Background: an optimization exercise with open tools, aiming at small area, a short achievable clock period and few clock cycles. Do not read the settings as production practice.
In this exercise RTL edits were held to simulation tests only and were not proved equivalent to the original.
Power figures rest on the tool's default switching activity, not on a simulated workload.

// mult_accelerator
module mult_accelerator (
	input clk,
	output read_n,
	output write_n,
	output chipselect,
	input waitrequest,
	output [31:0] address,
	output [1:0] byteenable,
	input readdatavalid,
	input [15:0] readdata,
	output [15:0] writedata,
	input reset_n
);
For scale: roughly 570 cells after synthesis, about 73 I/O pins, roughly 5900 µm² of cells after synthesis.
==> flow/config.mk <==
export PLATFORM = sky130hd
export DESIGN_NAME = mult_accelerator
export DESIGN_NICKNAME = mult_accelerator
export VERILOG_FILES = /design/flow/design.v
export SDC_FILE = /design/flow/constraint.sdc
export NUM_CORES = 4
export LEC_CHECK = 0
export CAP_MARGIN = 20
export CORE_MARGIN = 2
export CORE_UTILIZATION = 65
export CTS_BUF_LIST = sky130_fd_sc_hd__clkbuf_8
export PLACE_DENSITY = 0.75
export SETUP_SLACK_MARGIN = 3.8
export SLEW_MARGIN = 20
export BUFFER_PORTS_ARGS = -buffer_cell sky130_fd_sc_hd__buf_2
export CTS_ARGS = -sink_clustering_enable -repair_clock_nets -buf_list sky130_fd_sc_hd__clkbuf_8 -dont_use_dummy_load -sink_clustering_size 30 -sink_clustering_max_diameter 100
==> flow/constraint.sdc <==
create_clock -name core_clock -period 6.0 [get_ports {clk}]
set_input_delay 1.2000 -clock core_clock [delete_from_list [all_inputs] [get_ports {clk}]]
set_output_delay 1.2000 -clock core_clock [all_outputs]
set_load 0.01 [all_outputs]
standard.sh (not shown) runs the stock make flow with config.mk's settings and CLKGATE_MAP_FILE= SYNTH_SCRIPT=/design/flow/synth_recipe.tcl, a recipe that flattens the netlist after the stock synthesis.
==> flow/flow/run.sh <==
#!/bin/bash
# Standard layout, with plain buffers on the ports and a clock tree without
# dummy balancing loads.
set -e
cat >> config.mk <<'CFG'
export BUFFER_PORTS_ARGS = -buffer_cell sky130_fd_sc_hd__buf_2
export CTS_ARGS = -sink_clustering_enable -repair_clock_nets -buf_list sky130_fd_sc_hd__clkbuf_8 -dont_use_dummy_load -sink_clustering_size 30 -sink_clustering_max_diameter 100
CFG
bash standard.sh > standard.log 2>&1
Testbench counts at the start, summed over its fixed seeds: cycles 573,099.
Rerun with:
==> flow/flow/run.sh (replaced) <==
#!/bin/bash
# Standard layout, with plain buffers on the ports and a clock tree without
# dummy balancing loads.
set -e
cat >> config.mk <<'CFG'
export BUFFER_PORTS_ARGS = -buffer_cell sky130_fd_sc_hd__buf_2
export CTS_ARGS = -sink_clustering_enable -repair_clock_nets -buf_list sky130_fd_sc_hd__clkbuf_8 -dont_use_dummy_load
CFG
bash standard.sh > standard.log 2>&1
--- a/flow/config.mk
+++ b/flow/config.mk
@@ -12,5 +12,5 @@
 export PLACE_DENSITY = 0.75
-export SETUP_SLACK_MARGIN = 3.8
+export SETUP_SLACK_MARGIN = 3.7
 export SLEW_MARGIN = 20
 export BUFFER_PORTS_ARGS = -buffer_cell sky130_fd_sc_hd__buf_2
-export CTS_ARGS = -sink_clustering_enable -repair_clock_nets -buf_list sky130_fd_sc_hd__clkbuf_8 -dont_use_dummy_load -sink_clustering_size 30 -sink_clustering_max_diameter 100
+export CTS_ARGS = -sink_clustering_enable -repair_clock_nets -buf_list sky130_fd_sc_hd__clkbuf_8 -dont_use_dummy_load
Result: The new run ran to the end with no violations; sequential share of layout area went up by 0.31 points; via count barely changes; design area went down by 0.78%; global-route usage stays flat.
Rerun with:
==> flow/flow/run.sh (replaced) <==
#!/bin/bash
# Standard layout, with plain buffers on the ports.
set -e
echo 'export BUFFER_PORTS_ARGS = -buffer_cell sky130_fd_sc_hd__buf_2' >> config.mk
bash standard.sh > standard.log 2>&1
--- a/flow/config.mk
+++ b/flow/config.mk
@@ -12,5 +12,4 @@
 export PLACE_DENSITY = 0.75
-export SETUP_SLACK_MARGIN = 3.7
+export SETUP_SLACK_MARGIN = 4.0
 export SLEW_MARGIN = 20
 export BUFFER_PORTS_ARGS = -buffer_cell sky130_fd_sc_hd__buf_2
-export CTS_ARGS = -sink_clustering_enable -repair_clock_nets -buf_list sky130_fd_sc_hd__clkbuf_8 -dont_use_dummy_load
Critical path depth came out lower by 3.
Clock-buffer cell count stays the same.
Power came out higher by 8.1%.
Clock power came out higher by 22%.
Sequential share of layout area came out lower by 3.5 points.
Rerun with:
--- a/flow/config.mk
+++ b/flow/config.mk
@@ -10,5 +10,5 @@
 export CORE_UTILIZATION = 65
-export CTS_BUF_LIST = sky130_fd_sc_hd__clkbuf_8
+export CTS_BUF_LIST = sky130_fd_sc_hd__clkbuf_4 sky130_fd_sc_hd__clkbuf_8
 export PLACE_DENSITY = 0.75
-export SETUP_SLACK_MARGIN = 4.0
+export SETUP_SLACK_MARGIN = 3.8
 export SLEW_MARGIN = 20
=>
- cell count goes down by a few percent
- die area stays the same
- power goes up by a few percent
- design area goes down by a few percent
- clock power goes up by roughly a tenth
- core utilization goes down by 5.4 points
- via count goes down slightly
- non-clock buffer count goes down by 20

## afterwards: timing with drivers on the ports
How much do the figures lean on ideal ports? The routed layouts below were timed once more, with nothing changed but the port constraints.
Step 1: set_driving_cell puts a clkbuf_16 on clk and a buf_2 on each other input, an assumption about the parent block.
Step 2 adds t to the input delays and takes it off the output delays; t is the mean of the earliest and latest rising clock arrival at the registers after step 1. Input paths then give back, and output paths get back, about the clock's delay inside the block.
Three values: ideal, step 1, step 2; two values: the first two.
run	t (ns)	setup WS [ns]	hold slack, ns	worst register clock-pin slew, ns	worst slew at a driven data input, ns
the first run	0.379	3.850 / 3.819 / 3.545	0.461 / 0.461 / 0.461	0.10 / 0.10	0.03
the second run	0.379	3.792 / 3.764 / 3.410	0.485 / 0.485 / 0.485	0.10 / 0.10	0.05
the third run	0.401	3.875 / 3.843 / 3.589	0.466 / 0.466 / 0.466	0.11 / 0.11	0.05
the fourth run	0.395	3.834 / 3.802 / 3.522	0.463 / 0.463 / 0.463	0.10 / 0.10	0.03
After both steps every run listed still meets setup and hold. For the second run, which loses most, drivers alone change the setup slack by -0.028 ns; drivers and shift together by -0.382 ns.
